Background: an optimization exercise with open tools, aiming at small area and a short achievable clock period. Do not read the settings as production practice. Function was checked by simulation only, so behaviour that the tests miss may differ from the original.

## the reference run
==> flow/design.v (excerpt) <==
module flow_meter_counter #(
    parameter CLOCK_FREQ = 1000,
    parameter PULSES_PER_LITER = 450,
    parameter DEBOUNCE_CYCLES = 50,
    parameter RATE_SAMPLE_PERIOD_MS = 1000,
    parameter VOLUME_WIDTH = 32,
    parameter RATE_WIDTH = 16
)(
    input wire clk,
    input wire rst_n,
    input wire flow_pulse,
    input wire sensor_enable,
    input wire clear_volume,
    input wire clear_statistics,
    input wire start_measurement,
    input wire stop_measurement,
    input wire [15:0] calibration_factor,
    input wire use_custom_calibration,
    input wire [RATE_WIDTH-1:0] max_flow_rate,
    input wire [RATE_WIDTH-1:0] min_flow_rate,
    input wire enable_flow_monitoring,
    output reg [VOLUME_WIDTH-1:0] total_volume_ml,
    output reg [RATE_WIDTH-1:0] flow_rate_ml_per_sec,
    output wire [RATE_WIDTH-1:0] flow_rate_l_per_min,
    output reg [31:0] pulse_count,
    output reg measurement_active,
    output reg [RATE_WIDTH-1:0] min_flow_rate_measured,
    output reg [RATE_WIDTH-1:0] max_flow_rate_measured,
    output reg [RATE_WIDTH-1:0] avg_flow_rate,
    output reg flow_detected,
    output reg no_flow_timeout,
    output reg over_flow_detected,
    output reg under_flow_detected,
    output reg sensor_error,
    output wire [7:0] error_code
);
For scale: about 390 flip-flops.
Settings: LEC_CHECK=0, ABC_AREA=1, CAP_MARGIN=20, CORE_MARGIN=2, CORE_UTILIZATION=40, SLEW_MARGIN=20; clock period 330.0 ns.
run.sh (not shown) runs the stock make flow with config.mk's settings and CLKGATE_MAP_FILE= SYNTH_SCRIPT=/design/flow/synth_recipe.tcl, a recipe that flattens the netlist after the stock synthesis.
## Diff of input files: the trial run against the reference run
-- flow/design.v --
<<< the reference run, line 160
        vq = 17'd0;
        for (i = 16; i >= 0; i = i - 1) begin
            vs = (17 - i <= 10) ? dstep_r(vr, acc[i], ppl) : dstep(vr, acc[i], ppl);
            vr = (i >= 1) ? (vs[15:0] & ~(16'hFFFF << (17 - i))) : vs[15:0];
            vq[i] = vs[16];
>>> the trial run, line 160
        vq = 17'd0;
        for (i = 16; i >= 0; i = i - 1) begin
            vs = (17 - i <= 17) ? dstep_r(vr, acc[i], ppl) : dstep(vr, acc[i], ppl);
            vr = (i >= 1) ? (vs[15:0] & ~(16'hFFFF << (17 - i))) : vs[15:0];
            vq[i] = vs[16];
Between the trial run and the reference run, number of cells on the worst reg-to-reg path is lower for the reference run, the trial run comes in above that. On first-pass GRT wire length, the reference run tracks the trial run almost exactly. Total wirelength of the detailed-routed design in the trial run vs the reference run: up 1.5%. Compared the trial run vs the reference run, and clock buffer count in the final layout is down in the trial run. [compare] base=the reference run new=the trial run: number of antenna violations at the first check in global routing up 3; critical path depth up 454.

---

Another version of the RTL of flow_meter_counter (not shown whole).
Size in the first run: about 6400 cells after synthesis, ~390 flip-flops, about 220 I/O pins, about 0.047 mm² of cells after synthesis.
clock: 330.0 ns
lec_check: 0
abc_area: 1
cap_margin: 20
core_margin: 2
core_utilization: 40
slew_margin: 20
The baseline went through all stages and came out clean.
Next try:
--- a/flow/design.v
+++ b/flow/design.v
@@ -50,13 +50,16 @@
         if (!rst_n) pulse_prev <= 1'b0;
         else pulse_prev <= pulse_filtered;
     end
     reg [15:0] ppl;
     wire [15:0] ppl_n = (use_custom_calibration && (calibration_factor != 16'd0)) ?
                         calibration_factor : 16'd450;
-    always @(posedge clk) ppl <= ppl_n;
+    always @(posedge clk or negedge rst_n) begin
+        if (!rst_n) ppl <= 16'd450;
+        else ppl <= ppl_n;
+    end
     always @(posedge clk or negedge rst_n) begin
         if (!rst_n) measurement_active <= 1'b0;
         else if (start_measurement) measurement_active <= 1'b1;
         else if (stop_measurement) measurement_active <= 1'b0;
     end
     always @(posedge clk or negedge rst_n) begin
@@ -197,65 +200,60 @@
     wire [5:0] lidx6 = astep - 6'd1;
     wire [3:0] lidx = lidx6[3:0];
     wire [6:0] lt = {lr, flow_rate_ml_per_sec[lidx]};
     wire lbit = (lt >= 7'd50);
     wire [1:0] lc = (lr >= 6'd34) ? 2'd2 : (lr >= 6'd17) ? 2'd1 : 2'd0;
     assign lpm_val = {1'b0, lu} + {lu, 1'b0} + {10'd0, lc};
-    reg cnt_inc;
-    wire astart = (astep == 6'd49);
-    always @(posedge clk or negedge rst_n) begin
-        if (!rst_n) begin
-            astep <= 6'd49;
+    always @(posedge clk or negedge rst_n) begin
+        if (!rst_n) begin
+            astep <= 6'd48;
         end else if (clear_statistics || close) begin
-            astep <= 6'd49;
+            astep <= 6'd48;
         end else if (astep != 6'd0) begin
             astep <= astep - 6'd1;
         end
     end
-    always @(posedge clk or negedge rst_n) begin
-        if (!rst_n) sample_cnt <= 32'd0;
-        else if (clear_statistics) sample_cnt <= 32'd0;
-        else if (cnt_inc) sample_cnt <= sample_cnt + 32'd1;
-    end
     always @(posedge clk) begin
-        if (astart) arem <= 32'd0;
-        else arem <= abit ? ad[31:0] : at[31:0];
-        if (astep != 6'd0 && !astart) aq <= {aq[14:0], abit};
-        if (astart) begin
+        if (clear_statistics || close) begin
+            arem <= 32'd0;
+        end else if (astep != 6'd0) begin
+            arem <= abit ? ad[31:0] : at[31:0];
+            aq <= {aq[14:0], abit};
+        end
+        if (astep == 6'd48) begin
             lr <= 6'd0;
         end else if (lrun) begin
             lr <= lbit ? lt[5:0] - 6'd50 : lt[5:0];
             lu <= {lu[9:0], lbit};
         end
     end
     always @(posedge clk or negedge rst_n) begin
         if (!rst_n) begin
             min_flow_rate_measured <= 16'hFFFF;
             max_flow_rate_measured <= 16'd0;
             avg_flow_rate <= 16'd0;
+            sample_cnt <= 32'd0;
             rate_sum <= 48'd0;
-            cnt_inc <= 1'b0;
         end else if (clear_statistics) begin
             min_flow_rate_measured <= 16'hFFFF;
             max_flow_rate_measured <= 16'd0;
             avg_flow_rate <= 16'd0;
+            sample_cnt <= 32'd0;
             rate_sum <= 48'd0;
-            cnt_inc <= 1'b0;
         end else if (close) begin
             if (flow_rate_ml_per_sec < min_flow_rate_measured && fr_nz)
                 min_flow_rate_measured <= flow_rate_ml_per_sec;
             if (flow_rate_ml_per_sec > max_flow_rate_measured)
                 max_flow_rate_measured <= flow_rate_ml_per_sec;
             if (fr_nz) begin
+                sample_cnt <= sample_cnt + 32'd1;
                 rate_sum <= rate_sum + {32'd0, flow_rate_ml_per_sec};
                 if (sample_cnt != 32'd0) avg_flow_rate <= aq;
             end
-            cnt_inc <= fr_nz;
-        end else begin
-            cnt_inc <= 1'b0;
-            if (astep != 6'd0 && !astart) rate_sum <= {rate_sum[46:0], rate_sum[47]};
+        end else if (astep != 6'd0) begin
+            rate_sum <= {rate_sum[46:0], rate_sum[47]};
         end
     end
     reg [12:0] nf_timer;
     reg [1:0] ec;
     assign error_code = {6'd0, ec};
     wire nf_end = nf_timer[12] & nf_timer[9] & nf_timer[8] & nf_timer[7] & nf_timer[3];
Outcome: Wire length increases slightly. Global-route usage shrinks by 0.13 points. Register-to-register slack gets better by 0.61 ns. Non-clock buffer count came out lower by 4. Setup slack gains 0.27 ns. Synthesized area rose slightly. Clock skew increases by 0.023 ns. Die area is higher slightly. First-iteration DRC count went down by roughly a tenth.

separate check: timing with driven ports:
No port has a modelled driver above. Below, the same layouts with a new extraction and two added sets of constraints.
Step 1: set_driving_cell puts a clkbuf_16 on clk and a buf_2 on each other input, an assumption about the parent block.
Step 2, shift: input delay + t, output delay - t, t = (earliest + latest rising clock arrival at the registers) / 2. This alone moves slack from input paths to output paths.
Three values: no drivers, after step 1, after step 2; two values: the first two.
run	t (ns)	setup slack, ns	worst slew at a driven data input, ns	pins driven straight from the clock port
the reference run	0.684	260.102 / 260.146 / 259.462	0.05	1
the trial run	0.700	251.443 / 251.443 / 251.443	0.05	1
the first run of note 2	0.662	259.394 / 259.436 / 258.774	0.09	1
the second run of note 2	0.701	259.665 / 259.710 / 259.009	0.06	1
After both steps setup and hold are still met in every run listed. For the second run of note 2, which loses most, drivers alone change the setup slack by +0.045 ns; drivers and shift together by -0.656 ns.
